This design comes from an exercise in tuning for small area on the open sky130 flow, not from production work.
In this exercise RTL edits were held to simulation tests only and were not proved equivalent to the original.
No activity file was given, so power comes from the tool's default toggle rates.

==> flow/design.v (outline; a module is shown in full before it is edited, if it fits) <==
// module RGBtoYCbCr: 296 lines
// module SkinDecider: 7 lines
// module PalmIdentification: 76 lines
// module FingerIdentification: 96 lines
// module SignIdentification: 38 lines
// module SignToText: 62 lines
module SignToText(red_ch,
		  green_ch,
		  blue_ch,
		  palm_height_test,
		  TESTING_SWITCH,
		  sign_value,
		  thumb_status, index_status, middle_status, ring_status, pinky_status,
		  start_of_palm_r, start_of_palm_c,
		  end_of_palm_r, end_of_palm_c,
		  palm_width, palm_height,
		  clk,rst);
  // ...
==> flow/flow/run.sh <==
#!/bin/bash
# Layout flow: the standard synthesis, then an area-oriented re-mapping of the
# combinational logic with ABC (registers untouched: same cells, same names), then
# the standard layout with every port buffered by a buf_1.
set -euo pipefail
WORK=$(pwd)
FLOW=$WORK/flow
R=$WORK/orfs/results/$FLOW_PLATFORM/SignToText/base
LIB=$FLOW_HOME/platforms/$FLOW_PLATFORM/lib/sky130_fd_sc_hd__tt_025C_1v80.lib
YOSYS=yosys
[ -x "$FLOW_HOME/../tools/install/yosys/bin/yosys" ] && YOSYS=$FLOW_HOME/../tools/install/yosys/bin/yosys

# 1. standard synthesis
bash standard.sh synth > $WORK/1_standard_synth.log 2>&1

# 2. re-map the combinational logic
cp $R/1_2_yosys.v $WORK/1_2_yosys_standard.v
python3 $FLOW/libmodels.py $LIB > $WORK/comb_models.v
cat > $WORK/remap.abc <<EOA
&get -n; &st; &deepsyn -T 120; &dch -f; &nf -R 1000 -p -F 10 -A 6; &put
EOA
cat > $WORK/remap.ys <<EOY
read_liberty -lib $LIB
read_verilog -overwrite $WORK/comb_models.v
read_verilog $WORK/1_2_yosys_standard.v
hierarchy -check -top $FLOW_TOP
flatten
techmap
opt -purge
abc -liberty $LIB -dont_use sky130_fd_sc_hd__probe_p_8 -dont_use sky130_fd_sc_hd__probec_p_8 -dont_use *lpflow* -script $WORK/remap.abc
read_liberty -lib -overwrite $LIB
opt_clean -purge
hilomap -singleton -hicell sky130_fd_sc_hd__conb_1 HI -locell sky130_fd_sc_hd__conb_1 LO
splitnets
opt_clean -purge
tee -o $WORK/remap_stat.txt stat -liberty $LIB
check -assert -mapped
write_verilog -noattr -nohex -nodec $WORK/1_2_yosys_remapped.v
EOY
$YOSYS -s $WORK/remap.ys > $WORK/2_remap_yosys.log 2>&1
cp $WORK/1_2_yosys_remapped.v $R/1_2_yosys.v
rm -f $R/1_synth.odb $R/1_synth.sdc

# 3. standard layout from the re-mapped netlist
bash standard.sh BUFFER_PORTS_ARGS="-buffer_cell sky130_fd_sc_hd__buf_1" CTS_ARGS="-sink_clustering_enable -repair_clock_nets -buf_list sky130_fd_sc_hd__clkbuf_8 -dont_use_dummy_load" finish > $WORK/3_standard_layout.log 2>&1
==> flow/flow/libmodels.py <==
# Write Verilog models for the combinational cells of a liberty file (one output pin with a function).
import re, sys
lib = open(sys.argv[1]).read()
out = []
for m in re.finditer(r'\n\s*cell\s*\(\s*"?(\w+)"?\s*\)\s*\{', lib):
    name = m.group(1)
    # find the cell body by brace matching
    i = m.end(); depth = 1
    while depth:
        c = lib[i]
        if c == '{': depth += 1
        elif c == '}': depth -= 1
        i += 1
    body = lib[m.end():i]
    if re.search(r'\b(ff|latch|statetable)\s*\(', body): continue
    pins = re.findall(r'pin\s*\(\s*"?(\w+)"?\s*\)\s*\{(.*?)\n\s{8}\}', body, re.S)
    ins, outs = [], []
    for pn, pb in pins:
        d = re.search(r'direction\s*:\s*"?(\w+)"?', pb)
        if not d: continue
        if d.group(1) == 'input': ins.append(pn)
        elif d.group(1) == 'output':
            f = re.search(r'function\s*:\s*"([^"]*)"', pb)
            if f: outs.append((pn, f.group(1)))
    if not outs or not ins: continue
    ports = ins + [o for o, _ in outs]
    lines = [f"(* keep_hierarchy = 0 *) module {name}(" + ", ".join(ports) + ");"]
    lines += [f"  input {p};" for p in ins]
    for o, f in outs:
        e = f.replace('!', '~').replace('+', '|').replace('*', '&')
        e = re.sub(r'\)\s*\(', ') & (', e)
        e = re.sub(r'(\w)\s+(\w)', r'\1 & \2', e)
        e = re.sub(r'(\w)\s+(\w)', r'\1 & \2', e)
        e = re.sub(r'\)\s+(\w|~|\()', r') & \1', e)
        e = re.sub(r'(\w)\s+(\(|~)', r'\1 & \2', e)
        lines.append(f"  output {o};\n  assign {o} = {e};")
    lines.append("endmodule")
    out.append("\n".join(lines))
print("\n".join(out))
==> flow/standard.sh <==
#!/bin/bash
# synth_recipe.tcl (not shown) runs the flow's synth.tcl, then flattens the netlist and writes it again
# the make line also repeats each setting of config.mk as NAME=value (left out here)
make -C /OpenROAD-flow-scripts/flow DESIGN_CONFIG=/design/flow/config.mk WORK_HOME=/design/flow/orfs CLKGATE_MAP_FILE= SYNTH_SCRIPT=/design/flow/synth_recipe.tcl "${@:-finish}"
==> flow/config.mk <==
export PLATFORM = sky130hd
export DESIGN_NAME = SignToText
export DESIGN_NICKNAME = SignToText
export VERILOG_FILES = /design/flow/design.v
export SDC_FILE = /design/flow/constraint.sdc
export NUM_CORES = 4
export LEC_CHECK = 0
export CAP_MARGIN = 20
export CORE_MARGIN = 2
export CORE_UTILIZATION = 40
export SLEW_MARGIN = 20
==> flow/constraint.sdc <==
create_clock -name core_clock -period 10.0 [get_ports {clk}]
set_input_delay 2.0000 -clock core_clock [delete_from_list [all_inputs] [get_ports {clk}]]
set_output_delay 2.0000 -clock core_clock [all_outputs]
set_load 0.01 [all_outputs]
==> out/summary.md, run 1 <==
The run finished with no timing, DRC or antenna violations. Power consumed by combinational cells: 627 µW. The number of clock buffers added by TritonCTS is 17. Leaving out fill and tap cells, the most frequent cells in the layout are 160 x sky130_fd_sc_hd__xnor2_1, 139 x sky130_fd_sc_hd__nor2_1, 121 x sky130_fd_sc_hd__dfxtp_1, 115 x sky130_fd_sc_hd__nand2_1, 114 x sky130_fd_sc_hd__a21oi_1. Met3 track demand over resource in global routing: 3.87%. Sequential share of cell area: 22.2%. The layer with the highest usage is met2. Leaving out the clock tree, the finished layout contains a buffer count of 106. The tools report the worst reg2reg path startpoint as dut_2.width[3]$_SDFFE_PP0P_. The relative contribution of the clock network to total power is 22.5%, and the combined flip-flop and latch cell area is 2420 µm². The run gives 0 as the number of maximum-capacitance constraint violations.

The logs give 0 for the final hold violation count and 2502 for the number of inserted filler cells in the final layout. The logs give 1.80 ns for the final critical-path setup slack and 33.9% for the sequential fraction of design power. The count of inverters other than clock inverters in the layout is 52, and the switching power of the nets is 525 µW.

For this run, the total global-route usage over all layers was measured as 21.1%. Of the total power, combinational logic draws 43.6%. The tools report the cell area after layout as 10900 µm².

At the later pin of the worst-skew pair, clock insertion delay measures 0.45 ns. The post-placement cell area came out at 10700 µm². For the number of global-route vias before repair, the log shows 8798. The minimum clock period was 8.20 ns; the buffer count from post-CTS setup fixing was 0.

In this run the count of I/O pins placed on the die edge is 92. The worst hold path passes through 2 cells. The height of the die was 160 µm. The biggest cell delay along the critical path came out at 0.62 ns. For met1 alone, demand over resource in global routing was 28.6%.

The tools report the effective utilization at floorplan as 40.5%. The most critical setup path has its endpoint at dut_0.skin_q$_SDFF_PP0_. In this run the clock root is driven by a sky130_fd_sc_hd__clkbuf_8. The number of logic stages on the critical path including buffering was 27; the iteration-0 DRC count of the detailed router was 573. Post-CTS repair changed the size of 0 cells.
==> inputs of run 2 (changes only) <==
==> flow/design.v (replaced) <==
module RGBtoYCbCr(red_ch, green_ch, blue_ch, skin_q, clk, rst);
  input [7:0] red_ch;
  wire [7:0] red_ch;
  input [7:0] green_ch;
  wire [7:0] green_ch;
  input [7:0] blue_ch;
  wire [7:0] blue_ch;
  output skin_q;
  reg skin_q;
  input clk;
  wire clk;
  input rst;
  wire rst;
  wire _0000_;
  wire _0001_;
  wire _0002_;
  wire _0003_;
  wire _0004_;
  wire _0005_;
  wire _0006_;
  wire _0007_;
  wire _0008_;
  wire _0009_;
  wire _0010_;
  wire _0011_;
  wire _0012_;
  wire _0013_;
  wire _0014_;
  wire _0015_;
  wire _0016_;
  wire _0017_;
  wire _0018_;
  wire _0019_;
  wire _0020_;
  wire _0021_;
  wire _0022_;
  wire _0023_;
  wire _0024_;
  wire _0025_;
  wire _0026_;
  wire _0027_;
  wire _0028_;
  wire _0029_;
  wire _0030_;
  wire _0031_;
  wire _0032_;
  wire _0033_;
  wire _0034_;
  wire _0035_;
  wire _0036_;
  wire _0037_;
  wire _0038_;
  wire _0039_;
  wire _0040_;
  wire _0041_;
  wire _0042_;
  wire _0043_;
  wire _0044_;
  wire _0045_;
  wire _0046_;
  wire _0047_;
  wire _0048_;
  wire _0049_;
  wire _0050_;
  wire _0051_;
  wire _0052_;
  wire _0053_;
  wire _0054_;
  wire _0055_;
  wire _0056_;
  wire _0057_;
  wire _0058_;
  wire _0059_;
  wire _0060_;
  wire _0061_;
  wire _0062_;
  wire _0063_;
  wire _0064_;
  wire _0065_;
  wire _0066_;
  wire _0067_;
  wire _0068_;
  wire _0069_;
  wire _0070_;
  wire _0071_;
  wire _0072_;
  wire _0073_;
  wire _0074_;
  wire _0075_;
  wire _0076_;
  wire _0077_;
  wire _0078_;
  wire _0079_;
  wire _0080_;
  wire _0081_;
  wire _0082_;
  wire _0083_;
  wire _0084_;
  wire _0085_;
  wire _0086_;
  wire _0087_;
  wire _0088_;
  wire _0089_;
  wire _0090_;
  wire _0091_;
  wire _0092_;
  wire _0093_;
  wire _0094_;
  wire _0095_;
  wire _0096_;
  wire _0097_;
  wire _0098_;
  wire _0099_;
  wire _0100_;
  wire _0101_;
  wire _0102_;
  wire _0103_;
  wire _0104_;
  wire _0105_;
  wire _0106_;
  wire _0107_;
  wire _0108_;
  wire _0109_;
  wire _0110_;
  wire _0111_;
  wire _0112_;
  wire _0113_;
  wire _0114_;
  wire _0115_;
  wire _0116_;
  wire _0117_;
  wire _0118_;
  wire _0119_;
  wire _0120_;
  wire _0121_;
  wire _0122_;
  wire _0123_;
  wire _0124_;
  wire _0125_;
  wire _0126_;
  wire _0127_;
  wire _0128_;
  wire _0129_;
  wire _0130_;
  wire _0131_;
  wire _0132_;
  wire _0133_;
  wire _0134_;
  wire _0135_;
  wire _0136_;
  wire _0137_;
  wire _0138_;
  wire _0139_;
  wire _0140_;
  wire _0141_;
  wire _0142_;
  wire _0143_;
  wire _0144_;
  wire _0145_;
  wire _0146_;
  wire _0147_;
  wire _0148_;
  wire _0149_;
  wire _0150_;
  wire _0151_;
  wire _0152_;
  wire _0153_;
  wire _0154_;
  wire _0155_;
  wire _0156_;
  wire _0157_;
  wire _0158_;
  wire _0159_;
  wire _0160_;
  wire _0161_;
  wire _0162_;
  wire _0163_;
  wire _0164_;
  wire _0165_;
  wire _0166_;
  wire _0167_;
  wire _0168_;
  wire _0169_;
  wire _0170_;
  wire _0171_;
  wire _0172_;
  wire _0173_;
  wire _0174_;
  wire _0175_;
  wire _0176_;
  wire _0177_;
  wire _0178_;
  wire _0179_;
  wire _0180_;
  wire _0181_;
  wire _0182_;
  wire _0183_;
  wire _0184_;
  wire _0185_;
  wire _0186_;
  wire _0187_;
  wire _0188_;
  wire _0189_;
  wire _0190_;
  wire _0191_;
  wire _0192_;
  wire _0193_;
  wire _0194_;
  wire _0195_;
  wire _0196_;
  wire _0197_;
  wire _0198_;
  wire _0199_;
  wire _0200_;
  wire _0201_;
  wire _0202_;
  wire _0203_;
  wire _0204_;
  wire _0205_;
  wire _0206_;
  wire _0207_;
  wire _0208_;
  wire _0209_;
  wire _0210_;
  wire _0211_;
  wire _0212_;
  wire _0213_;
  wire _0214_;
  wire _0215_;
  wire _0216_;
  wire _0217_;
  wire _0218_;
  wire _0219_;
  wire _0220_;
  wire _0221_;
  wire _0222_;
  wire _0223_;
  wire _0224_;
  wire _0225_;
  wire _0226_;
  wire _0227_;
  wire _0228_;
  wire _0229_;
  wire _0230_;
  wire _0231_;
  wire _0232_;
  wire _0233_;
  wire _0234_;
  wire _0235_;
  wire _0236_;
  wire _0237_;
  wire _0238_;
  wire _0239_;
  wire _0240_;
  wire _0241_;
  wire _0242_;
  wire _0243_;
  wire _0244_;
  wire _0245_;
  wire _0246_;
  wire _0247_;
  wire _0248_;
  wire _0249_;
  wire _0250_;
  wire _0251_;
  wire _0252_;
  wire _0253_;
  wire _0254_;
  wire _0255_;
  wire _0256_;
  wire _0257_;
  wire _0258_;
  wire _0259_;
  wire _0260_;
  wire _0261_;
  wire _0262_;
  wire _0263_;
  wire _0264_;
  wire _0265_;
  wire _0266_;
  wire _0267_;
  wire _0268_;
  wire _0269_;
  wire _0270_;
  wire _0271_;
  wire _0272_;
  wire _0273_;
  wire _0274_;
  wire _0275_;
  wire _0276_;
  wire _0277_;
  wire _0278_;
  wire _0279_;
  wire _0280_;
  wire _0281_;
  wire _0282_;
  wire _0283_;
  wire _0284_;
  wire _0285_;
  wire _0286_;
  wire _0287_;
  wire _0288_;
  wire _0289_;
  wire _0290_;
  wire _0291_;
  wire _0292_;
  wire _0293_;
  wire _0294_;
  wire _0295_;
  wire _0296_;
  wire _0297_;
  wire _0298_;
  wire _0299_;
  wire _0300_;
  wire _0301_;
  wire _0302_;
  wire _0303_;
  wire _0304_;
  wire _0305_;
  wire _0306_;
  wire _0307_;
  wire _0308_;
  wire _0309_;
  wire _0310_;
  wire _0311_;
  wire _0312_;
  wire _0313_;
  wire _0314_;
  wire _0315_;
  wire _0316_;
  wire _0317_;
  wire _0318_;
  wire _0319_;
  wire _0320_;
  wire _0321_;
  wire _0322_;
  wire _0323_;
  wire _0324_;
  wire _0325_;
  wire _0326_;
  wire _0327_;
  wire _0328_;
  wire _0329_;
  wire _0330_;
  wire _0331_;
  wire _0332_;
  wire _0333_;
  wire _0334_;
  wire _0335_;
  wire _0336_;
  wire _0337_;
  wire _0338_;
  wire _0339_;
  wire _0340_;
  wire _0341_;
  wire _0342_;
  wire _0343_;
  wire _0344_;
  wire _0345_;
  wire _0346_;
  wire _0347_;
  wire _0348_;
  wire _0349_;
  wire _0350_;
  wire _0351_;
  wire _0352_;
  wire _0353_;
  wire _0354_;
  wire _0355_;
  wire _0356_;
  wire _0357_;
  wire _0358_;
  wire _0359_;
  wire _0360_;
  wire _0361_;
  wire _0362_;
  wire _0363_;
  wire _0364_;
  wire _0365_;
  wire _0366_;
  wire _0367_;
  wire _0368_;
  wire _0369_;
  wire _0370_;
  wire _0371_;
  wire _0372_;
  wire _0373_;
  wire _0374_;
  wire _0375_;
  wire _0376_;
  wire _0377_;
  wire _0378_;
  wire _0379_;
  wire _0380_;
  wire _0381_;
  wire _0382_;
  wire _0383_;
  wire _0384_;
  wire _0385_;
  wire _0386_;
  wire _0387_;
  wire _0388_;
  wire _0389_;
  wire _0390_;
  wire _0391_;
  wire _0392_;
  wire _0393_;
  wire _0394_;
  wire _0395_;
  wire _0396_;
  wire _0397_;
  wire _0398_;
  wire _0399_;
  wire _0400_;
  wire _0401_;
  wire _0402_;
  wire _0403_;
  wire _0404_;
  wire _0405_;
  wire _0406_;
  wire _0407_;
  wire _0408_;
  wire _0409_;
  wire _0410_;
  wire _0411_;
  wire _0412_;
  wire _0413_;
  wire _0414_;
  wire _0415_;
  wire _0416_;
  wire _0417_;
  wire _0418_;
  wire _0419_;
  wire _0420_;
  wire _0421_;
  wire _0422_;
  wire _0423_;
  wire _0424_;
  wire _0425_;
  wire _0426_;
  wire _0427_;
  wire _0428_;
  wire _0429_;
  wire _0430_;
  wire _0431_;
  wire _0432_;
  wire _0433_;
  wire _0434_;
  wire _0435_;
  wire _0436_;
  wire _0437_;
  wire _0438_;
  wire _0439_;
  wire _0440_;
  wire _0441_;
  wire _0442_;
  wire _0443_;
  wire _0444_;
  wire _0445_;
  wire _0446_;
  wire _0447_;
  wire _0448_;
  wire _0449_;
  wire _0450_;
  wire _0451_;
  wire _0452_;
  wire _0453_;
  wire _0454_;
  wire _0455_;
  wire _0456_;
  wire _0457_;
  wire _0458_;
  wire _0459_;
  wire _0460_;
  wire _0461_;
  wire _0462_;
  wire _0463_;
  wire _0464_;
  wire _0465_;
  wire _0466_;
  wire _0467_;
  wire _0468_;
  wire _0469_;
  wire _0470_;
  wire _0471_;
  wire _0472_;
  wire _0473_;
  wire _0474_;
  wire _0475_;
  wire _0476_;
  wire _0477_;
  wire _0478_;
  wire _0479_;
  wire _0480_;
  wire _0481_;
  wire _0482_;
  wire _0483_;
  wire _0484_;
  wire _0485_;
  wire _0486_;
  wire _0487_;
  wire _0488_;
  wire _0489_;
  wire _0490_;
  wire _0491_;
  wire _0492_;
  wire _0493_;
  wire _0494_;
  wire _0495_;
  wire _0496_;
  wire _0497_;
  wire _0498_;
  wire _0499_;
  wire _0500_;
  wire _0501_;
  wire _0502_;
  wire _0503_;
  wire _0504_;
  wire _0505_;
  wire _0506_;
  wire _0507_;
  wire _0508_;
  wire _0509_;
  wire _0510_;
  wire _0511_;
  wire _0512_;
  wire _0513_;
  wire _0514_;
  wire _0515_;
  wire _0516_;
  wire _0517_;
  wire _0518_;
  wire _0519_;
  wire _0520_;
  wire _0521_;
  wire _0522_;
  wire _0523_;
  wire _0524_;
  wire _0525_;
  wire _0526_;
  wire _0527_;
  wire _0528_;
  wire _0529_;
  wire _0530_;
  wire _0531_;
  wire _0532_;
  wire _0533_;
  wire _0534_;
  wire _0535_;
  wire _0536_;
  wire _0537_;
  wire _0538_;
  wire _0539_;
  wire _0540_;
  wire _0541_;
  wire _0542_;
  wire _0543_;
  wire _0544_;
  wire _0545_;
  wire _0546_;
  wire _0547_;
  wire _0548_;
  wire _0549_;
  wire _0550_;
  wire _0551_;
  wire _0552_;
  wire _0553_;
  wire _0554_;
  wire _0555_;
  wire _0556_;
  wire _0557_;
  wire _0558_;
  wire _0559_;
  wire _0560_;
  wire _0561_;
  wire _0562_;
  wire _0563_;
  wire _0564_;
  wire _0565_;
  wire _0566_;
  wire _0567_;
  wire _0568_;
  wire _0569_;
  wire _0570_;
  wire _0571_;
  wire _0572_;
  wire _0573_;
  wire _0574_;
  wire _0575_;
  wire _0576_;
  wire _0577_;
  wire _0578_;
  wire _0579_;
  wire _0580_;
  wire _0581_;
  wire _0582_;
  wire _0583_;
  wire _0584_;
  wire _0585_;
  wire [7:0] b;
  wire [6:0] g;
  wire [6:0] r;
  wire s_1;
  wire s_168;
  wire s_267;
  wire s_268;
  wire s_269;
  wire s_270;
  wire s_271;
  wire s_272;
  wire s_273;
  wire s_274;
  wire s_275;
  wire s_40;
  wire s_41;
  wire skin;
  wire [9:0] t;
  wire [8:0] u;
  assign _0160_ = blue_ch[5] ^ blue_ch[6];
  assign _0171_ = ~(blue_ch[1] & blue_ch[2]);
  assign _0182_ = ~blue_ch[3];
  assign _0193_ = ~blue_ch[1];
  assign _0204_ = blue_ch[0] & blue_ch[1];
  assign _0215_ = blue_ch[2] ? _0193_ : _0204_;
  assign _0226_ = _0215_ & ~(_0182_);
  assign _0237_ = _0226_ | ~(_0171_);
  assign _0248_ = blue_ch[4] | ~(blue_ch[3]);
  assign _0259_ = _0237_ & ~(_0248_);
  assign _0270_ = blue_ch[3] | ~(blue_ch[4]);
  assign _0281_ = _0270_ | ~(_0171_);
  assign _0292_ = _0281_ & ~(_0259_);
  assign _0303_ = _0292_ | blue_ch[5];
  assign _0314_ = ~(_0259_ | blue_ch[4]);
  assign _0325_ = _0303_ & ~(_0314_);
  assign _0336_ = _0325_ & _0160_;
  assign _0347_ = blue_ch[6] | ~(blue_ch[7]);
  assign _0358_ = ~(_0347_ | _0336_);
  assign _0369_ = blue_ch[7] & ~(_0358_);
  assign _0380_ = ~_0369_;
  assign _0391_ = blue_ch[5] & blue_ch[6];
  assign _0402_ = _0336_ | _0391_;
  assign _0413_ = blue_ch[7] | ~(blue_ch[6]);
  assign _0424_ = _0413_ & _0347_;
  assign _0435_ = _0424_ ^ _0402_;
  assign _0446_ = ~_0435_;
  assign _0457_ = _0325_ ^ _0160_;
  assign _0468_ = _0457_ & green_ch[2];
  assign _0479_ = _0457_ ^ green_ch[2];
  assign _0490_ = _0479_ & ~(_0369_);
  assign _0501_ = ~(_0490_ | _0468_);
  assign _0512_ = _0501_ & ~(_0446_);
  assign _0523_ = _0501_ ^ _0435_;
  assign _0534_ = _0402_ & ~(_0413_);
  assign _0545_ = ~(_0534_ | _0358_);
  assign _0548_ = ~(_0435_ & green_ch[0]);
  assign _0549_ = _0435_ ^ green_ch[0];
  assign _0550_ = _0215_ ^ blue_ch[3];
  assign _0551_ = _0457_ | ~(_0550_);
  assign _0552_ = _0550_ ^ _0457_;
  assign _0553_ = blue_ch[1] & ~(blue_ch[0]);
  assign _0554_ = ~(_0553_ ^ blue_ch[2]);
  assign _0555_ = _0270_ & _0248_;
  assign _0556_ = _0555_ ^ _0237_;
  assign _0557_ = _0193_ ? blue_ch[0] : _0556_;
  assign _0558_ = _0554_ | ~(_0557_);
  assign _0559_ = _0292_ ^ blue_ch[5];
  assign _0560_ = _0557_ ^ _0554_;
  assign _0561_ = _0559_ & ~(_0560_);
  assign _0562_ = _0558_ & ~(_0561_);
  assign _0563_ = ~(_0562_ | _0552_);
  assign _0564_ = _0551_ & ~(_0563_);
  assign _0565_ = _0549_ & ~(_0564_);
  assign _0566_ = _0548_ & ~(_0565_);
  assign _0567_ = _0545_ & ~(_0566_);
  assign _0568_ = ~(green_ch[3] & green_ch[5]);
  assign _0569_ = ~_0545_;
  assign _0570_ = _0566_ ^ _0569_;
  assign _0571_ = _0570_ & _0568_;
  assign _0572_ = _0571_ | _0567_;
  assign _0573_ = green_ch[6] & ~(green_ch[1]);
  assign _0574_ = green_ch[1] & ~(green_ch[6]);
  assign _0575_ = green_ch[4] & ~(_0574_);
  assign _0576_ = ~(_0575_ | _0573_);
  assign _0577_ = ~(_0576_ & _0572_);
  assign _0578_ = ~(_0555_ ^ _0237_);
  assign _0579_ = _0578_ & ~(_0559_);
  assign _0580_ = _0576_ ^ _0572_;
  assign _0581_ = _0580_ & _0579_;
  assign _0582_ = _0577_ & ~(_0581_);
  assign _0583_ = _0582_ & _0523_;
  assign _0584_ = ~(_0583_ | _0512_);
  assign _0585_ = green_ch[3] & ~(green_ch[6]);
  assign _0000_ = ~(red_ch[2] | green_ch[5]);
  assign _0001_ = red_ch[2] ^ green_ch[5];
  assign _0002_ = _0578_ | red_ch[0];
  assign _0003_ = ~red_ch[0];
  assign _0004_ = _0556_ ^ _0003_;
  assign _0005_ = green_ch[2] | green_ch[4];
  assign _0006_ = ~(green_ch[1] | green_ch[3]);
  assign _0007_ = green_ch[1] ^ green_ch[3];
  assign _0008_ = green_ch[0] & green_ch[2];
  assign _0009_ = _0550_ & green_ch[1];
  assign _0010_ = green_ch[0] ^ green_ch[2];
  assign _0011_ = _0010_ & _0009_;
  assign _0012_ = ~(_0011_ | _0008_);
  assign _0013_ = _0012_ & _0007_;
  assign _0014_ = ~(_0013_ | _0006_);
  assign _0015_ = green_ch[2] ^ green_ch[4];
  assign _0016_ = _0015_ & ~(_0014_);
  assign _0017_ = _0005_ & ~(_0016_);
  assign _0018_ = _0004_ & ~(_0017_);
  assign _0019_ = _0002_ & ~(_0018_);
  assign _0020_ = _0019_ | red_ch[1];
  assign _0021_ = _0559_ ^ _0556_;
  assign _0022_ = _0019_ ^ red_ch[1];
  assign _0023_ = _0022_ & _0021_;
  assign _0024_ = _0020_ & ~(_0023_);
  assign _0025_ = _0001_ & ~(_0024_);
  assign _0026_ = ~(_0025_ | _0000_);
  assign _0027_ = ~(green_ch[6] ^ green_ch[3]);
  assign _0028_ = _0027_ & ~(_0026_);
  assign _0029_ = ~(_0028_ | _0585_);
  assign _0030_ = _0029_ ^ _0569_;
  assign _0031_ = _0584_ & ~(_0030_);
  assign _0032_ = ~(_0029_ & _0380_);
  assign _0033_ = _0031_ ? _0380_ : _0032_;
  assign _0034_ = ~(red_ch[5] ^ green_ch[5]);
  assign _0035_ = green_ch[4] & ~(red_ch[4]);
  assign _0036_ = ~red_ch[3];
  assign _0037_ = ~(_0479_ ^ _0369_);
  assign _0038_ = ~(_0574_ | _0573_);
  assign _0039_ = _0038_ ^ green_ch[4];
  assign _0040_ = _0564_ ^ _0549_;
  assign _0041_ = ~green_ch[6];
  assign _0042_ = _0562_ ^ _0552_;
  assign _0043_ = _0042_ | _0041_;
  assign _0044_ = _0042_ ^ _0041_;
  assign _0045_ = ~green_ch[5];
  assign _0046_ = ~(_0560_ ^ _0559_);
  assign _0047_ = ~(_0046_ & _0045_);
  assign _0048_ = green_ch[3] & blue_ch[0];
  assign _0049_ = green_ch[0] & ~(_0554_);
  assign _0050_ = green_ch[3] ^ blue_ch[0];
  assign _0051_ = _0050_ & _0049_;
  assign _0052_ = ~(_0051_ | _0048_);
  assign _0053_ = _0052_ & ~(green_ch[4]);
  assign _0054_ = ~(_0052_ ^ green_ch[4]);
  assign _0055_ = _0556_ ^ _0193_;
  assign _0056_ = _0054_ & ~(_0055_);
  assign _0057_ = _0056_ | _0053_;
  assign _0058_ = green_ch[5] & ~(_0046_);
  assign _0059_ = _0057_ & ~(_0058_);
  assign _0060_ = _0047_ & ~(_0059_);
  assign _0061_ = _0060_ & _0044_;
  assign _0062_ = _0043_ & ~(_0061_);
  assign _0063_ = _0040_ | ~(_0062_);
  assign _0064_ = ~(_0062_ ^ _0040_);
  assign _0065_ = green_ch[3] ^ green_ch[5];
  assign _0066_ = _0064_ & ~(_0065_);
  assign _0067_ = _0063_ & ~(_0066_);
  assign _0068_ = _0067_ | _0039_;
  assign _0069_ = _0570_ ^ _0568_;
  assign _0070_ = _0067_ ^ _0039_;
  assign _0071_ = _0070_ & _0069_;
  assign _0072_ = _0068_ & ~(_0071_);
  assign _0073_ = _0037_ | ~(_0072_);
  assign _0074_ = ~(_0580_ ^ _0579_);
  assign _0075_ = ~(_0072_ ^ _0037_);
  assign _0076_ = _0075_ & _0074_;
  assign _0077_ = _0073_ & ~(_0076_);
  assign _0078_ = _0077_ | _0036_;
  assign _0079_ = _0582_ ^ _0523_;
  assign _0080_ = _0077_ ^ _0036_;
  assign _0081_ = _0080_ & _0079_;
  assign _0082_ = _0078_ & ~(_0081_);
  assign _0083_ = ~(red_ch[4] ^ green_ch[4]);
  assign _0084_ = _0083_ & _0082_;
  assign _0085_ = ~(_0084_ | _0035_);
  assign _0086_ = _0085_ ^ _0034_;
  assign _0087_ = ~(_0086_ & _0033_);
  assign _0088_ = ~(_0083_ ^ _0082_);
  assign _0089_ = ~(_0030_ ^ _0584_);
  assign _0090_ = _0088_ | ~(_0089_);
  assign _0091_ = _0089_ ^ _0088_;
  assign _0092_ = _0080_ ^ _0079_;
  assign _0093_ = ~(_0027_ ^ _0026_);
  assign _0094_ = _0092_ | ~(_0093_);
  assign _0095_ = _0093_ ^ _0092_;
  assign _0096_ = _0075_ ^ _0074_;
  assign _0097_ = ~(_0024_ ^ _0001_);
  assign _0098_ = _0096_ & ~(_0097_);
  assign _0099_ = ~(_0097_ ^ _0096_);
  assign _0100_ = _0022_ ^ _0021_;
  assign _0101_ = ~(_0070_ ^ _0069_);
  assign _0102_ = _0100_ & ~(_0101_);
  assign _0103_ = ~(_0065_ ^ _0064_);
  assign _0104_ = ~(_0017_ ^ _0004_);
  assign _0105_ = _0104_ & _0103_;
  assign _0106_ = _0104_ | _0103_;
  assign _0107_ = _0060_ ^ _0044_;
  assign _0108_ = ~(_0015_ ^ _0014_);
  assign _0109_ = _0107_ | ~(_0108_);
  assign _0110_ = _0108_ | ~(_0107_);
  assign _0111_ = _0012_ ^ _0007_;
  assign _0112_ = _0559_ ^ _0045_;
  assign _0113_ = _0112_ ^ _0560_;
  assign _0114_ = ~(_0113_ ^ _0057_);
  assign _0115_ = ~(_0114_ & _0111_);
  assign _0116_ = _0114_ | _0111_;
  assign _0117_ = _0010_ ^ _0009_;
  assign _0118_ = _0050_ ^ _0049_;
  assign _0119_ = _0550_ ^ green_ch[1];
  assign _0120_ = _0119_ & _0118_;
  assign _0121_ = _0119_ | _0118_;
  assign _0122_ = green_ch[0] & ~(blue_ch[1]);
  assign _0123_ = ~(_0122_ | green_ch[1]);
  assign _0124_ = ~(blue_ch[0] | blue_ch[1]);
  assign _0125_ = _0204_ & ~(green_ch[0]);
  assign _0126_ = _0125_ | _0124_;
  assign _0127_ = ~(_0126_ | _0123_);
  assign _0128_ = ~(_0127_ & green_ch[2]);
  assign _0129_ = _0127_ | green_ch[2];
  assign _0130_ = _0554_ ^ green_ch[0];
  assign _0131_ = _0129_ & ~(_0130_);
  assign _0132_ = _0128_ & ~(_0131_);
  assign _0133_ = _0121_ & ~(_0132_);
  assign _0134_ = ~(_0133_ | _0120_);
  assign _0135_ = _0117_ & ~(_0134_);
  assign _0136_ = _0055_ ^ _0054_;
  assign _0137_ = _0136_ | _0135_;
  assign _0138_ = _0134_ & ~(_0117_);
  assign _0139_ = _0137_ & ~(_0138_);
  assign _0140_ = _0116_ & ~(_0139_);
  assign _0141_ = _0115_ & ~(_0140_);
  assign _0142_ = _0110_ & ~(_0141_);
  assign _0143_ = _0109_ & ~(_0142_);
  assign _0144_ = _0106_ & ~(_0143_);
  assign _0145_ = _0144_ | _0105_;
  assign _0146_ = _0145_ | _0102_;
  assign _0147_ = _0101_ & ~(_0100_);
  assign _0148_ = _0146_ & ~(_0147_);
  assign _0149_ = _0099_ & ~(_0148_);
  assign _0150_ = _0149_ | _0098_;
  assign _0151_ = ~_0150_;
  assign _0152_ = _0151_ & ~(_0095_);
  assign _0153_ = _0152_ | ~(_0094_);
  assign _0154_ = _0153_ & ~(_0091_);
  assign _0155_ = _0090_ & ~(_0154_);
  assign _0156_ = _0086_ ^ _0033_;
  assign _0157_ = _0156_ & _0155_;
  assign _0158_ = _0157_ | ~(_0087_);
  assign _0159_ = _0032_ | _0031_;
  assign _0161_ = green_ch[5] | ~(red_ch[5]);
  assign _0162_ = _0085_ & _0034_;
  assign _0163_ = _0161_ & ~(_0162_);
  assign _0164_ = ~(green_ch[6] ^ red_ch[6]);
  assign _0165_ = _0164_ ^ _0163_;
  assign _0166_ = _0165_ | _0159_;
  assign _0167_ = _0158_ & ~(_0166_);
  assign _0168_ = red_ch[6] | ~(green_ch[6]);
  assign _0169_ = _0164_ & _0163_;
  assign _0170_ = _0168_ & ~(_0169_);
  assign _0172_ = _0165_ & _0159_;
  assign _0173_ = _0172_ & ~(_0158_);
  assign _0174_ = _0173_ | _0170_;
  assign _0175_ = _0174_ | _0167_;
  assign _0176_ = _0156_ ^ _0155_;
  assign _0177_ = _0091_ & ~(_0153_);
  assign _0178_ = _0095_ & ~(_0151_);
  assign _0179_ = ~(_0148_ ^ _0099_);
  assign _0180_ = _0179_ | _0152_;
  assign _0181_ = _0180_ | _0178_;
  assign _0183_ = _0181_ | _0177_;
  assign _0184_ = _0183_ | _0154_;
  assign _0185_ = _0184_ | _0176_;
  assign _0186_ = _0166_ & ~(_0172_);
  assign _0187_ = _0186_ ^ _0158_;
  assign _0188_ = _0185_ & ~(_0187_);
  assign _0189_ = red_ch[5] ^ green_ch[4];
  assign _0190_ = green_ch[3] | red_ch[4];
  assign _0191_ = ~(red_ch[3] | green_ch[2]);
  assign _0192_ = ~(red_ch[2] & green_ch[1]);
  assign _0194_ = ~(green_ch[0] & red_ch[1]);
  assign _0195_ = red_ch[2] ^ green_ch[1];
  assign _0196_ = _0195_ & ~(_0194_);
  assign _0197_ = _0192_ & ~(_0196_);
  assign _0198_ = red_ch[3] ^ green_ch[2];
  assign _0199_ = _0198_ & _0197_;
  assign _0200_ = _0199_ | _0191_;
  assign _0201_ = green_ch[3] ^ red_ch[4];
  assign _0202_ = _0201_ & _0200_;
  assign _0203_ = _0190_ & ~(_0202_);
  assign _0205_ = ~(_0203_ ^ _0189_);
  assign _0206_ = _0205_ & ~(blue_ch[6]);
  assign _0207_ = ~blue_ch[7];
  assign _0208_ = ~blue_ch[5];
  assign _0209_ = _0201_ ^ _0200_;
  assign _0210_ = ~(_0209_ & _0208_);
  assign _0211_ = blue_ch[1] & ~(_0457_);
  assign _0212_ = ~(_0211_ | _0435_);
  assign _0213_ = red_ch[6] & blue_ch[2];
  assign _0214_ = _0212_ & ~(_0213_);
  assign _0216_ = _0545_ & ~(_0182_);
  assign _0217_ = _0214_ & ~(_0216_);
  assign _0218_ = _0198_ ^ _0197_;
  assign _0219_ = _0218_ | _0205_;
  assign _0220_ = _0218_ ^ _0205_;
  assign _0221_ = _0220_ & blue_ch[4];
  assign _0222_ = _0219_ & ~(_0221_);
  assign _0223_ = _0222_ | _0217_;
  assign _0224_ = _0222_ ^ _0217_;
  assign _0225_ = _0209_ | _0369_;
  assign _0227_ = _0195_ ^ _0194_;
  assign _0228_ = green_ch[0] ^ red_ch[1];
  assign _0229_ = red_ch[0] & ~(_0227_);
  assign _0230_ = _0227_ ^ _0003_;
  assign _0231_ = _0230_ & _0209_;
  assign _0232_ = ~(_0231_ | _0229_);
  assign _0233_ = _0232_ & ~(_0228_);
  assign _0234_ = ~_0228_;
  assign _0235_ = _0232_ ^ _0234_;
  assign _0236_ = ~red_ch[5];
  assign _0238_ = _0554_ & ~(_0550_);
  assign _0239_ = _0238_ | red_ch[3];
  assign _0240_ = _0238_ ^ red_ch[3];
  assign _0241_ = _0240_ & ~(_0556_);
  assign _0242_ = _0239_ & ~(_0241_);
  assign _0243_ = ~(_0242_ & _0559_);
  assign _0244_ = _0242_ ^ _0559_;
  assign _0245_ = _0244_ & blue_ch[0];
  assign _0246_ = _0243_ & ~(_0245_);
  assign _0247_ = _0246_ | _0236_;
  assign _0249_ = _0228_ & red_ch[4];
  assign _0250_ = _0246_ ^ _0236_;
  assign _0251_ = _0250_ & _0249_;
  assign _0252_ = _0247_ & ~(_0251_);
  assign _0253_ = _0252_ & _0235_;
  assign _0254_ = ~(_0253_ | _0233_);
  assign _0255_ = _0254_ & ~(_0227_);
  assign _0256_ = ~_0218_;
  assign _0257_ = _0256_ | _0205_;
  assign _0258_ = ~_0227_;
  assign _0260_ = _0254_ ^ _0258_;
  assign _0261_ = _0260_ & _0257_;
  assign _0262_ = _0261_ | _0255_;
  assign _0263_ = _0209_ ^ _0369_;
  assign _0264_ = _0263_ & _0262_;
  assign _0265_ = _0225_ & ~(_0264_);
  assign _0266_ = _0224_ & ~(_0265_);
  assign _0267_ = _0223_ & ~(_0266_);
  assign _0268_ = _0210_ & ~(_0267_);
  assign _0269_ = _0268_ ^ _0207_;
  assign _0271_ = ~(_0269_ ^ _0206_);
  assign _0272_ = ~(red_ch[5] | green_ch[4]);
  assign _0273_ = _0189_ & ~(_0203_);
  assign _0274_ = _0273_ | _0272_;
  assign _0275_ = red_ch[6] ^ green_ch[5];
  assign _0276_ = _0275_ ^ _0274_;
  assign _0277_ = ~(_0267_ ^ _0210_);
  assign _0278_ = ~(_0265_ ^ _0224_);
  assign _0279_ = _0260_ ^ _0257_;
  assign _0280_ = _0279_ | _0209_;
  assign _0282_ = ~_0220_;
  assign _0283_ = _0230_ ^ _0209_;
  assign _0284_ = _0240_ ^ _0578_;
  assign _0285_ = _0284_ | ~(_0209_);
  assign _0286_ = ~(_0284_ ^ _0209_);
  assign _0287_ = red_ch[0] & ~(_0228_);
  assign _0288_ = _0554_ | ~(_0287_);
  assign _0289_ = _0287_ ^ _0554_;
  assign _0290_ = _0227_ & ~(_0289_);
  assign _0291_ = _0288_ & ~(_0290_);
  assign _0293_ = ~(_0291_ & _0256_);
  assign _0294_ = _0554_ ^ _0550_;
  assign _0295_ = ~_0294_;
  assign _0296_ = _0291_ ^ _0256_;
  assign _0297_ = _0296_ & ~(_0295_);
  assign _0298_ = _0293_ & ~(_0297_);
  assign _0299_ = _0298_ & _0286_;
  assign _0300_ = _0285_ & ~(_0299_);
  assign _0301_ = _0228_ ^ red_ch[4];
  assign _0302_ = _0300_ | ~(_0301_);
  assign _0304_ = _0244_ ^ blue_ch[0];
  assign _0305_ = ~(_0301_ ^ _0300_);
  assign _0306_ = _0305_ & _0304_;
  assign _0307_ = _0302_ & ~(_0306_);
  assign _0308_ = _0283_ & ~(_0307_);
  assign _0309_ = ~(_0307_ ^ _0283_);
  assign _0310_ = _0250_ ^ _0249_;
  assign _0311_ = _0310_ & _0309_;
  assign _0312_ = _0311_ | _0308_;
  assign _0313_ = _0282_ & ~(_0312_);
  assign _0315_ = _0312_ ^ _0220_;
  assign _0316_ = ~(_0252_ ^ _0235_);
  assign _0317_ = _0315_ & ~(_0316_);
  assign _0318_ = _0317_ | _0313_;
  assign _0319_ = _0279_ ^ _0209_;
  assign _0320_ = _0319_ & _0318_;
  assign _0321_ = _0280_ & ~(_0320_);
  assign _0322_ = _0263_ ^ _0262_;
  assign _0323_ = ~(_0322_ | _0321_);
  assign _0324_ = _0322_ ^ _0321_;
  assign _0326_ = _0220_ ^ blue_ch[4];
  assign _0327_ = _0324_ & ~(_0326_);
  assign _0328_ = _0327_ | _0323_;
  assign _0329_ = _0328_ | ~(_0278_);
  assign _0330_ = ~(_0328_ ^ _0278_);
  assign _0331_ = _0209_ ^ _0208_;
  assign _0332_ = _0330_ & ~(_0331_);
  assign _0333_ = _0329_ & ~(_0332_);
  assign _0334_ = _0277_ | ~(_0333_);
  assign _0335_ = red_ch[6] | green_ch[5];
  assign _0337_ = _0275_ & _0274_;
  assign _0338_ = _0335_ & ~(_0337_);
  assign _0339_ = _0338_ ^ _0041_;
  assign _0340_ = _0277_ & ~(_0333_);
  assign _0341_ = _0339_ & ~(_0340_);
  assign _0342_ = _0341_ | ~(_0334_);
  assign _0343_ = _0342_ ^ _0276_;
  assign _0344_ = _0271_ | ~(_0343_);
  assign _0345_ = _0205_ ^ blue_ch[6];
  assign _0346_ = _0457_ ^ _0193_;
  assign _0348_ = ~red_ch[2];
  assign _0349_ = red_ch[0] & ~(red_ch[1]);
  assign _0350_ = ~(red_ch[0] ^ red_ch[1]);
  assign _0351_ = _0124_ | _0204_;
  assign _0352_ = _0350_ & ~(_0351_);
  assign _0353_ = ~(_0352_ | _0349_);
  assign _0354_ = _0353_ & ~(_0348_);
  assign _0355_ = _0353_ ^ _0348_;
  assign _0356_ = _0234_ & ~(_0355_);
  assign _0357_ = ~(_0356_ | _0354_);
  assign _0359_ = ~(_0357_ & _0003_);
  assign _0360_ = _0357_ ^ red_ch[0];
  assign _0361_ = _0258_ & ~(_0360_);
  assign _0362_ = _0359_ & ~(_0361_);
  assign _0363_ = _0220_ & ~(_0362_);
  assign _0364_ = _0363_ | ~(_0219_);
  assign _0365_ = _0346_ & ~(_0364_);
  assign _0366_ = _0365_ & ~(_0435_);
  assign _0367_ = red_ch[6] ^ blue_ch[2];
  assign _0368_ = _0211_ ^ _0435_;
  assign _0370_ = _0365_ ? _0446_ : _0368_;
  assign _0371_ = _0367_ & ~(_0370_);
  assign _0372_ = ~(_0371_ | _0366_);
  assign _0373_ = ~(_0213_ ^ _0212_);
  assign _0374_ = _0373_ & _0372_;
  assign _0375_ = _0373_ ^ _0372_;
  assign _0376_ = _0545_ ^ blue_ch[3];
  assign _0377_ = _0375_ & ~(_0376_);
  assign _0378_ = _0377_ | _0374_;
  assign _0379_ = ~(_0216_ ^ _0214_);
  assign _0381_ = _0379_ & _0378_;
  assign _0382_ = ~(_0326_ ^ _0324_);
  assign _0383_ = ~(_0379_ | _0378_);
  assign _0384_ = _0383_ | _0381_;
  assign _0385_ = _0384_ & ~(_0382_);
  assign _0386_ = _0376_ ^ _0375_;
  assign _0387_ = _0319_ ^ _0318_;
  assign _0388_ = _0386_ | ~(_0387_);
  assign _0389_ = ~(_0316_ ^ _0315_);
  assign _0390_ = ~(_0370_ ^ _0367_);
  assign _0392_ = _0389_ & ~(_0390_);
  assign _0393_ = _0389_ | ~(_0390_);
  assign _0394_ = ~(_0305_ ^ _0304_);
  assign _0395_ = _0362_ ^ _0282_;
  assign _0396_ = ~(_0395_ & _0394_);
  assign _0397_ = _0395_ | _0394_;
  assign _0398_ = _0298_ ^ _0286_;
  assign _0399_ = ~_0398_;
  assign _0400_ = _0355_ ^ _0228_;
  assign _0401_ = _0296_ ^ _0295_;
  assign _0403_ = ~(_0401_ | _0400_);
  assign _0404_ = _0289_ ^ _0227_;
  assign _0405_ = ~(_0287_ | _0204_);
  assign _0406_ = blue_ch[1] & ~(_0405_);
  assign _0407_ = _0228_ ? _0003_ : _0406_;
  assign _0408_ = _0407_ | _0124_;
  assign _0409_ = ~(_0228_ & _0193_);
  assign _0410_ = _0408_ & ~(_0409_);
  assign _0411_ = _0410_ | ~(_0405_);
  assign _0412_ = _0411_ & _0404_;
  assign _0414_ = _0411_ | _0404_;
  assign _0415_ = _0351_ ^ _0350_;
  assign _0416_ = _0414_ & ~(_0415_);
  assign _0417_ = _0416_ | _0412_;
  assign _0418_ = _0417_ | _0403_;
  assign _0419_ = _0401_ & _0400_;
  assign _0420_ = _0419_ | ~(_0418_);
  assign _0421_ = _0420_ & ~(_0399_);
  assign _0422_ = _0360_ ^ _0258_;
  assign _0423_ = _0422_ | _0421_;
  assign _0425_ = _0399_ & ~(_0420_);
  assign _0426_ = _0423_ & ~(_0425_);
  assign _0427_ = _0397_ & ~(_0426_);
  assign _0428_ = _0396_ & ~(_0427_);
  assign _0429_ = ~(_0310_ ^ _0309_);
  assign _0430_ = ~(_0364_ ^ _0346_);
  assign _0431_ = _0430_ & ~(_0429_);
  assign _0432_ = _0431_ | _0428_;
  assign _0433_ = _0429_ & ~(_0430_);
  assign _0434_ = _0432_ & ~(_0433_);
  assign _0436_ = _0393_ & ~(_0434_);
  assign _0437_ = _0436_ | _0392_;
  assign _0438_ = _0388_ & ~(_0437_);
  assign _0439_ = _0386_ & ~(_0387_);
  assign _0440_ = _0439_ | _0438_;
  assign _0441_ = _0440_ | _0385_;
  assign _0442_ = _0441_ | ~(_0381_);
  assign _0443_ = _0331_ ^ _0330_;
  assign _0444_ = _0443_ | ~(_0442_);
  assign _0445_ = _0382_ & ~(_0383_);
  assign _0447_ = _0445_ | _0381_;
  assign _0448_ = _0441_ & ~(_0447_);
  assign _0449_ = _0448_ | ~(_0444_);
  assign _0450_ = _0449_ & _0345_;
  assign _0451_ = _0449_ | _0345_;
  assign _0452_ = _0340_ | ~(_0334_);
  assign _0453_ = _0451_ & ~(_0452_);
  assign _0454_ = _0453_ | _0450_;
  assign _0455_ = _0344_ & ~(_0454_);
  assign _0456_ = _0271_ & ~(_0343_);
  assign _0458_ = ~(_0342_ | _0276_);
  assign _0459_ = _0207_ & ~(_0268_);
  assign _0460_ = _0206_ & ~(_0269_);
  assign _0461_ = ~(_0460_ | _0459_);
  assign _0462_ = _0461_ | ~(_0339_);
  assign _0463_ = ~_0462_;
  assign _0464_ = _0463_ & ~(_0458_);
  assign _0465_ = _0464_ | _0456_;
  assign _0466_ = _0465_ | _0455_;
  assign _0467_ = _0458_ & ~(_0463_);
  assign _0469_ = _0461_ & _0338_;
  assign _0470_ = _0469_ | green_ch[6];
  assign _0471_ = _0470_ | _0467_;
  assign _0472_ = _0466_ & ~(_0471_);
  assign _0473_ = _0228_ & ~(_0003_);
  assign _0474_ = _0227_ & ~(_0473_);
  assign _0475_ = ~(_0474_ | _0218_);
  assign _0476_ = _0209_ & ~(_0475_);
  assign _0477_ = _0476_ & _0205_;
  assign _0478_ = _0477_ & _0276_;
  assign _0480_ = ~(_0478_ | _0339_);
  assign _0481_ = _0041_ & ~(_0480_);
  assign _0482_ = ~(_0481_ & _0569_);
  assign _0483_ = _0481_ ^ _0569_;
  assign _0484_ = ~_0483_;
  assign _0485_ = _0474_ ^ _0218_;
  assign _0486_ = _0485_ & ~(_0550_);
  assign _0487_ = ~(_0473_ ^ _0227_);
  assign _0488_ = _0554_ | ~(_0487_);
  assign _0489_ = _0485_ ^ _0550_;
  assign _0491_ = _0488_ & ~(_0489_);
  assign _0492_ = _0554_ & ~(_0487_);
  assign _0493_ = ~(_0492_ | _0408_);
  assign _0494_ = _0491_ & ~(_0493_);
  assign _0495_ = ~(_0494_ | _0486_);
  assign _0496_ = _0495_ & ~(_0556_);
  assign _0497_ = ~(_0475_ ^ _0209_);
  assign _0498_ = _0495_ ^ _0578_;
  assign _0499_ = _0498_ & _0497_;
  assign _0500_ = ~(_0499_ | _0496_);
  assign _0502_ = _0500_ & _0559_;
  assign _0503_ = ~(_0476_ ^ _0205_);
  assign _0504_ = _0500_ ^ _0559_;
  assign _0505_ = _0504_ & _0503_;
  assign _0506_ = _0505_ | _0502_;
  assign _0507_ = _0457_ & ~(_0506_);
  assign _0508_ = ~(_0506_ ^ _0457_);
  assign _0509_ = _0477_ ^ _0276_;
  assign _0510_ = _0509_ & _0508_;
  assign _0511_ = ~(_0510_ | _0507_);
  assign _0513_ = _0511_ & ~(_0446_);
  assign _0514_ = _0478_ ^ _0339_;
  assign _0515_ = ~_0514_;
  assign _0516_ = _0511_ ^ _0435_;
  assign _0517_ = _0516_ & ~(_0515_);
  assign _0518_ = ~(_0517_ | _0513_);
  assign _0519_ = _0518_ & ~(_0484_);
  assign _0520_ = _0482_ & ~(_0519_);
  assign _0521_ = _0520_ ^ _0369_;
  assign _0522_ = _0515_ & ~(_0516_);
  assign _0524_ = _0509_ | _0508_;
  assign _0525_ = _0504_ | _0503_;
  assign _0526_ = _0498_ ^ _0497_;
  assign _0527_ = _0491_ | ~(_0408_);
  assign _0528_ = _0493_ & _0488_;
  assign _0529_ = _0527_ & ~(_0528_);
  assign _0530_ = _0489_ & ~(_0492_);
  assign _0531_ = _0530_ | _0529_;
  assign _0532_ = _0531_ | _0526_;
  assign _0533_ = _0532_ | _0505_;
  assign _0535_ = _0525_ & ~(_0533_);
  assign _0536_ = _0535_ | _0510_;
  assign _0537_ = _0524_ & ~(_0536_);
  assign _0538_ = _0537_ | _0517_;
  assign _0539_ = _0538_ | _0522_;
  assign _0540_ = _0518_ ^ _0484_;
  assign _0541_ = _0539_ & ~(_0540_);
  assign _0542_ = green_ch[7] | ~(red_ch[7]);
  assign _0543_ = _0542_ | _0541_;
  assign _0544_ = _0543_ | _0521_;
  assign _0546_ = _0544_ | _0472_;
  assign _0547_ = _0546_ | _0188_;
  assign skin = _0175_ & ~(_0547_);
  always @(posedge clk)
    if (rst) skin_q <= 1'h0;
    else skin_q <= skin;
  assign s_275 = 1'h1;
  assign s_274 = 1'h1;
  assign s_273 = 1'h1;
  assign s_272 = 1'h1;
  assign s_271 = 1'h1;
  assign s_270 = 1'h1;
  assign s_269 = 1'h1;
  assign s_268 = 1'h1;
  assign s_267 = 1'h1;
  assign s_168 = blue_ch[0];
  assign s_41 = 1'h1;
  assign s_40 = 1'h1;
  assign s_1 = red_ch[0];
  assign t[0] = blue_ch[0];
  assign u[0] = red_ch[0];
  assign b = blue_ch;
  assign g = green_ch[6:0];
  assign r = red_ch[6:0];
endmodule
module SkinDecider(skin_q, object_image, rst, clk);
   input      skin_q, rst, clk;
   output reg object_image;
   always @(posedge clk)
     if (rst) object_image <= 1'b0;
     else     object_image <= skin_q;
endmodule
module PalmIdentification(object_image,
			  palm_height_test,
			  start_of_palm_r,
			  start_of_palm_c,
			  end_of_palm_r,
			  end_of_palm_c,
			  palm_width,
			  palm_height,
			  TESTING_SWITCH,
			  row_count, col_count, palm_locked,
			  rst,clk);
   input        object_image;
   input  [7:0] palm_height_test;
   input        TESTING_SWITCH;
   input        rst, clk;
   output [7:0] start_of_palm_r, start_of_palm_c, end_of_palm_r, end_of_palm_c, palm_height, palm_width;
   output reg [7:0] row_count;
   output     [6:0] col_count;
   output reg   palm_locked;
   reg [7:0] start_r, end_r, width, height;
   reg [6:0] start_c, end_c, col;
   reg       found_start, found_end, innerbreak;
   assign start_of_palm_r = start_r;
   assign start_of_palm_c = {1'b0, start_c};
   assign end_of_palm_r   = end_r;
   assign end_of_palm_c   = {1'b0, end_c};
   assign palm_width      = width;
   assign palm_height     = height;
   assign col_count       = col;
   wire last_col = &{col[6:4], col[2:0]};
   wire [7:0] width_x1p5 = width + {1'b0, width[7:1]} + {7'd0, width[0]};
   always @(posedge clk) begin
      if (rst) begin
	 start_r <= 8'd0; start_c <= 7'd0;
	 end_r <= 8'd0;   end_c <= 7'd0;
	 width <= 8'd0;   height <= 8'd0;
	 found_start <= 1'b0; found_end <= 1'b0; innerbreak <= 1'b0;
	 palm_locked <= 1'b0;
	 row_count <= 8'd0; col <= 7'd0;
      end
      else begin
	 palm_locked <= innerbreak;
	 if (last_col) begin
	    col <= 7'd0;
	    row_count <= row_count + 8'd1;
	 end
	 else
	   col <= col + 7'd1;
	 if (!innerbreak) begin
	    if (object_image) begin
	       if (!found_start) begin
		  found_start <= 1'b1;
		  start_r <= row_count;
		  start_c <= col;
	       end
	       else begin
		  end_r <= row_count;
		  end_c <= col;
		  found_end <= 1'b1;
	       end
	    end
	    else if (found_end) begin
	       width <= {1'b0, end_c} - {1'b0, start_c};
	       if (width > 8'd17) begin
		  innerbreak <= 1'b1;
		  height <= TESTING_SWITCH ? palm_height_test : width_x1p5;
	       end
	       else begin
		  found_start <= 1'b0;
		  found_end <= 1'b0;
	       end
	    end
	 end
      end
   end
endmodule
module FingerIdentification(object_image,
                            palm_width,
                            palm_height,
                            start_of_palm_r,
                            start_of_palm_c,
                            end_of_palm_r,
                            end_of_palm_c,
                            row_count, col_count, palm_locked,
                            thumb_status,
                            index_status,
                            middle_status,
                            ring_status,
                            pinky_status,
                            rst,clk);
   input       object_image;
   input [7:0] palm_width, palm_height;
   input [7:0] start_of_palm_r, start_of_palm_c;
   input [7:0] end_of_palm_r, end_of_palm_c;
   input [7:0] row_count;
   input [6:0] col_count;
   input       palm_locked;
   input       rst, clk;
   output reg  thumb_status, index_status, middle_status, ring_status, pinky_status;
   reg [7:0] pinky_true, ring_true, middle_true, index_true, thumb_true;
   wire [7:0] w = palm_width, h = palm_height;
   wire [7:0] row = row_count;
   wire [7:0] col = {1'b0, col_count};
   function gt;
      input [7:0] a, b;
      integer i;
      reg c;
      begin
         c = 1'b0;
         for (i = 0; i < 8; i = i + 1)
           c = (a[i] & ~b[i]) | (c & (a[i] | ~b[i]));
         gt = c;
      end
   endfunction
   wire [7:0] box_bottom   = end_of_palm_r + h;
   wire [7:0] box_top      = box_bottom + h;
   wire [7:0] pinky_right  = end_of_palm_c - (w >> 2);
   wire [7:0] pinky_left   = pinky_right + w;
   wire [7:0] ring_left    = pinky_right - 8'd3;
   wire [7:0] index_right  = start_of_palm_c - 8'd12 - w;
   wire [7:0] thumb_right  = start_of_palm_c - 8'd10 - h;
   wire [6:0] sc = start_of_palm_c[6:0];
   wire signed [8:0] d  = {2'b00, col_count} - {2'b00, sc};         
   wire signed [9:0] e  = {d[8], d} - {3'b000, w[7:1]};              
   wire [7:0]        sh = {1'b0, sc} + {1'b0, w[7:1]};               
   wire signed [9:0] dr = {2'b00, row} - {2'b00, start_of_palm_r};   
   wire gt_middle_right = (sc >= 7'd12) && (d >= -9'sd11);
   wire lt_index_left   = (sc <  7'd12) || (d <= -9'sd13);
   wire lt_thumb_left   = (sc <  7'd10) || (d <= -9'sd11);
   wire gt_ring_right   = (sh >= 8'd5)   && (e >= -10'sd4);
   wire lt_middle_left  = (sh <= 8'd11)  || (e <= -10'sd13);
   wire gt_thumb_bottom = dr > 10'sd0;
   wire lt_thumb_top    = (start_of_palm_r < 8'd226) ? (dr < 10'sd30) : (dr < -10'sd226);
   wire active  = palm_locked && (w != 8'd0);
   wire rows4   = active && gt(row, box_bottom) && gt(box_top, row);
   wire pinky_in  = rows4 && gt(col, pinky_right)  && gt(pinky_left, col);
   wire ring_in   = rows4 && gt_ring_right         && gt(ring_left, col);
   wire middle_in = rows4 && gt_middle_right       && lt_middle_left;
   wire index_in  = rows4 && gt(col, index_right)  && lt_index_left;
   wire thumb_in  = active && gt_thumb_bottom && lt_thumb_top &&
                    gt(col, thumb_right) && lt_thumb_left;
   always @(posedge clk) begin
      if (rst) begin
         thumb_status <= 1'b0; index_status <= 1'b0; middle_status <= 1'b0;
         ring_status <= 1'b0;  pinky_status <= 1'b0;
         pinky_true <= 8'd0; ring_true <= 8'd0; middle_true <= 8'd0;
         index_true <= 8'd0; thumb_true <= 8'd0;
      end
      else begin
         if (pinky_in) begin
            if (object_image) pinky_true <= pinky_true + 8'd1;
            if (pinky_true > 8'd200) pinky_status <= 1'b1;
         end
         if (ring_in) begin
            if (object_image) ring_true <= ring_true + 8'd1;
            if (ring_true > 8'd250) ring_status <= 1'b1;
         end
         if (middle_in) begin
            if (object_image) middle_true <= middle_true + 8'd1;
            if (middle_true > 8'd250) middle_status <= 1'b1;
         end
         if (index_in) begin
            if (object_image) index_true <= index_true + 8'd1;
            if (index_true > 8'd250) index_status <= 1'b1;
         end
         if (thumb_in) begin
            if (object_image) thumb_true <= thumb_true + 8'd1;
            if (thumb_true > 8'd250) thumb_status <= 1'b1;
         end
      end
   end
endmodule
module SignIdentification(thumb_status,
			  index_status,
			  middle_status,
			  ring_status,
			  pinky_status,
			  sign_value,
			  rst,clk);
   input      thumb_status;
   input      index_status;
   input      middle_status;
   input      ring_status;
   input      pinky_status;
   output [3:0] sign_value;
   input 	rst, clk;
   reg [3:0]	sign_value;
   reg [4:0] 	finger_db;
   always @(posedge clk) begin
      if(rst) begin
	 sign_value <= 4'b0000;
	 finger_db <= 5'b00000;
      end
      else begin
	 finger_db <= {pinky_status, ring_status, middle_status, index_status, thumb_status};
	 case(finger_db)
	   5'b00010 : sign_value <= 1;
	   5'b00110 : sign_value <= 2;
  	   5'b00111 : sign_value <= 3;
	   5'b01111 : sign_value <= 4;
	   5'b11111 : sign_value <= 5;
	   5'b01110 : sign_value <= 6;
	   5'b10110 : sign_value <= 7;
	   5'b11010 : sign_value <= 8;
	   5'b11100 : sign_value <= 9;
	   default : sign_value <= 0;
	 endcase  
      end  
   end  
endmodule  
module SignToText(red_ch,
		  green_ch,
		  blue_ch,
		  palm_height_test,
		  TESTING_SWITCH,
		  sign_value,
		  thumb_status, index_status, middle_status, ring_status, pinky_status,
		  start_of_palm_r, start_of_palm_c,
		  end_of_palm_r, end_of_palm_c,
		  palm_width, palm_height,
		  clk,rst);
   input [7:0] red_ch, green_ch, blue_ch;
   input [7:0] palm_height_test;
   input       TESTING_SWITCH;
   output [3:0] sign_value;
   output       thumb_status, index_status, middle_status, ring_status, pinky_status;
   output [7:0] start_of_palm_r, start_of_palm_c, end_of_palm_r, end_of_palm_c;
   output [7:0] palm_width, palm_height;
   input        clk, rst;
   wire skin_q, object_image;
   wire [7:0] row_count;
   wire [6:0] col_count;
   wire palm_locked;
   RGBtoYCbCr dut_0 (.red_ch(red_ch), .green_ch(green_ch), .blue_ch(blue_ch),
		     .skin_q(skin_q), .rst(rst), .clk(clk));
   SkinDecider dut_1 (.skin_q(skin_q), .object_image(object_image),
		      .rst(rst), .clk(clk));
   PalmIdentification dut_2 (.object_image(object_image),
			     .palm_height_test(palm_height_test),
			     .start_of_palm_r(start_of_palm_r),
			     .start_of_palm_c(start_of_palm_c),
			     .end_of_palm_r(end_of_palm_r),
			     .end_of_palm_c(end_of_palm_c),
			     .palm_width(palm_width),
			     .palm_height(palm_height),
			     .TESTING_SWITCH(TESTING_SWITCH),
			     .row_count(row_count), .col_count(col_count),
			     .palm_locked(palm_locked),
			     .rst(rst),.clk(clk));
   FingerIdentification dut_3 (.object_image(object_image),
			       .palm_width(palm_width),
			       .palm_height(palm_height),
			       .start_of_palm_r(start_of_palm_r),
			       .start_of_palm_c(start_of_palm_c),
			       .end_of_palm_r(end_of_palm_r),
			       .end_of_palm_c(end_of_palm_c),
			       .row_count(row_count), .col_count(col_count),
			       .palm_locked(palm_locked),
			       .thumb_status(thumb_status),
			       .index_status(index_status),
			       .middle_status(middle_status),
			       .ring_status(ring_status),
			       .pinky_status(pinky_status),
			       .rst(rst),.clk(clk));
   SignIdentification dut_4(.thumb_status(thumb_status),
			    .index_status(index_status),
			    .middle_status(middle_status),
			    .ring_status(ring_status),
			    .pinky_status(pinky_status),
			    .sign_value(sign_value),
			    .rst(rst),.clk(clk));
endmodule
==> out/summary.md, run 2 <==
The class of the tightest hold or removal check was flop to flop (unchanged). The number of instances on the worst hold path works out to 2 (unchanged). The worst reg2reg path startpoint is dut_2.width[3]$_SDFFE_PP0P_ (unchanged). The floorplan die area was 25600 µm² (was 25700 µm²); the count of cells resized by post-cts repair was 0 (unchanged). Share of the clock period used by the worst path after layout: 81.7% (was 82.0%). The tools report the total track usage as 20.5% (was 21.1%).

Startpoint of the most critical hold path: dut_3.ring_status$_SDFFE_PP0P_ (was dut_3.pinky_status$_SDFFE_PP0P_). The routed wirelength normalized by instance count was 15.2 µm (was 15.5 µm); the final RePlAce weighted congestion was 0.942 (was 0.890). Pin count of the biggest net entering global routing: 65 (was 41). The largest vdd supply drop was 111 µV (was 69.3 µV). The most common cell after layout, fill and taps aside is sky130_fd_sc_hd__nor2_1 (was sky130_fd_sc_hd__xnor2_1).

The combinational share of power was 40.5% (was 43.6%). The run gives 43.3 mm (was 44.2 mm) as the wire length of the first global-routing pass. The run gives 0 (unchanged) as the number of pins with negative max-slew slack in the final report. The tools report the clock latency reported for the late side of the worst-skew pair as 0.45 ns (about the same). The run gives 0.0349 ns (was 0.0300 ns) as the final clock skew. The final setup violation count is 0 (unchanged), and the endpoint arrival time on the critical path is 8.50 ns (was 8.54 ns).

Buffer type at the clock tree root: sky130_fd_sc_hd__clkbuf_8 (unchanged). The height of the die was 160 µm (about the same). The number of antenna repair diodes is 0 (unchanged), and the average via count per standard cell is 5.54 (was 5.52). TritonCTS buffer count: 17 (unchanged). The total routed wirelength was 26.4 mm (was 27.1 mm). The site row count came out at 57 (unchanged).

For the leakage dissipation, the log shows 3.76 nW (was 3.73 nW). The tools report the relative slew slack as 35.1% (was 29.0%). The tools report the element type at the critical path start as an input pin (unchanged). For the highest clock rate, the log shows 122 MHz (about the same). The fraction of layout instances using a drive strength above 1 is 2.27% (was 2.52%). Setup repair after global routing left no endpoint under its margin. The detailed-router iteration count before antenna repair is 5 (unchanged), and the number of global-route vias before repair is 8651 (was 8798). The logs give 24100 µm² (was 24200 µm²) for the core region area and 23.6% (was 22.5%) for the relative contribution of the clock network to total power.

The total of warnings raised by yosys was 5 (unchanged). The iteration-0 DRC count of the detailed router was 676 (was 573). Commonest non-fill, non-tap cells in the layout: 162 x sky130_fd_sc_hd__nor2_1, 139 x sky130_fd_sc_hd__xnor2_1, 121 x sky130_fd_sc_hd__dfxtp_1, 105 x sky130_fd_sc_hd__nand2_1, 101 x sky130_fd_sc_hd__a21oi_1 (was 160 x sky130_fd_sc_hd__xnor2_1, 139 x sky130_fd_sc_hd__nor2_1, 121 x sky130_fd_sc_hd__dfxtp_1, 115 x sky130_fd_sc_hd__nand2_1, 114 x sky130_fd_sc_hd__a21oi_1). The tools report the critical path launch point as blue_ch[1] (was blue_ch[0]). The run gives 1291 (was 1305) as the number of cells produced by synthesis.

The mean area per synthesized cell was 7.53 µm² (was 7.50 µm²); the number of nets in the layout was 1449 (was 1466). The run gives 0.435 ns (was 0.451 ns) as the worst hold margin. The total I/O pin count is 92 (unchanged). The overall power of the completed layout is 1.36 mW (was 1.44 mW), and the buffer count from post-CTS setup fixing is 0 (unchanged). The transition at the pin with the smallest max-transition slack was 0.969 ns (was 1.06 ns). The tools report the switching power of the nets as 485 µW (was 525 µW). The number of maximum-capacitance constraint violations is 0 (unchanged).

Number of remaining DRC errors: 0 (unchanged). The run gives 0 (unchanged) as the total congestion overflow after global routing. The required arrival time at the worst endpoint is 10.33 ns (about the same).

The minimum clock period is 8.17 ns (was 8.20 ns). The number of antenna violations at the first check in global routing is 0 (unchanged), and the horizontal extent of the die is 160 µm (about the same). The logs give 40.3% (was 40.5%) for the effective utilization at floorplan and 0 ns (unchanged) for the accumulated negative setup slack. The number of buffer cells added on primary ports works out to 89 (unchanged). The tools report the number of cells in the design after placement as 1719 (was 1736). The via count was 9615 (was 9681). The tools report the sequential fraction of design power as 35.9% (was 33.9%).

The clock edge transition at the registers on the reported setup and hold paths was 0.07 ns (was 0.08 ns). The flow ran to the end and the layout has no timing, DRC or antenna violations. TritonCTS built the clock tree.

The number of levels the H-tree was split into is 4 (unchanged). Critical path start-end classification: input pin to flop (unchanged). The switching share of total power is 35.7% (was 36.5%). The tools report the kind of end point of the critical path as a flop (unchanged). The final hold violation count came out at 0 (unchanged).
==> run 2: final cells by class <==
class | count | area, µm²
Clock buffer | 17 | 234
Tap cell | 324 | 405
Timing Repair Buffer | 103 | 440
Sequential cell | 121 | 2420
Inverter | 40 | 150
Multi-Input combinational cell | 1131 | 7150
Fill cell | 2536 | 13300
==> run 2: power groups by stage <==
| stage | Clock, mW | Combinational [mW] | Sequential (mW) |
|---|---|---|---|
| detailed placement | 0 | 0.547 | 0.498 |
| global route | 0.353 | 0.621 | 0.488 |
| CTS | 0.329 | 0.550 | 0.487 |
| finish | 0.320 | 0.550 | 0.488 |
| global placement | 0 | 0.539 | 0.498 |
| floorplan | 0 | 0.440 | 0.497 |
==> run 2: routing by layer <==
layer  track usage, %  up-vias  wire, µm
li1                 -     4894         -
met1             29.5     4453     13100
met2             31.3      234     11600
met3             3.38       34      1280
met4             6.22        0       470
met5                0        -         0
==> run 2: worst paths after layout <==
| path | end | slack (ns) |
|---|---|---|
| setup / recovery | dut_0.skin_q$_SDFF_PP0_ | 1.83 |
| hold / removal | dut_4.finger_db[3]$_SDFF_PP0_ | 0.43 |
| setup reg to reg | dut_3.pinky_true[7]$_SDFFE_PP0P_ | 4.07 |
| hold reg to reg | dut_4.finger_db[3]$_SDFF_PP0_ | 0.43 |
==> run 2: metrics by stage <==
stage,utilization (%),setup WS [ns],cell area [µm²]
finish,44.8,1.83,10800
floorplan,-,2.45,9720
detailed placement,43.8,1.38,10600
global route,44.8,1.27,10800
global placement,43.8,1.53,10600
CTS,44.8,1.81,10800
==> run 2: critical path, stage by stage <==
cell and delay (ns):
sky130_fd_sc_hd__buf_1 0.61, sky130_fd_sc_hd__o21ai_0 0.24, sky130_fd_sc_hd__o21ai_0 0.23, sky130_fd_sc_hd__xor2_1 0.78, sky130_fd_sc_hd__xnor2_1 0.21, sky130_fd_sc_hd__maj3_1 0.42, sky130_fd_sc_hd__maj3_1 0.38, sky130_fd_sc_hd__maj3_1 0.41
sky130_fd_sc_hd__maj3_1 0.41, sky130_fd_sc_hd__maj3_1 0.40, sky130_fd_sc_hd__maj3_1 0.40, sky130_fd_sc_hd__maj3_1 0.40, sky130_fd_sc_hd__maj3_1 0.40, sky130_fd_sc_hd__maj3_1 0.38, sky130_fd_sc_hd__xnor2_1 0.29, sky130_fd_sc_hd__mux2i_1 0.23
sky130_fd_sc_hd__a21oi_1 0.05, sky130_fd_sc_hd__nor4_1 0.26

==> separate check: timing with driven ports <==
In the flow no input, the clock included, has a driving cell. The finished layouts below were timed again as built, in two steps.
Step 1 assumes that a clkbuf_16 drives the clock port and a buf_2 every other input.
Step 2 times the ports against the registers' clock, not the clock port: input delays grow and output delays shrink by t, the midpoint of the rising clock arrivals with the driver on.
Three values: no drivers, after step 1, after step 2; two values: the first two.
run | t, ns | setup slack, ns
run 1 | 0.472 | 1.796 / 1.815 / 1.343
run 2 | 0.474 | 1.831 / 1.848 / 1.374
After both steps setup and hold are still met in every run listed.
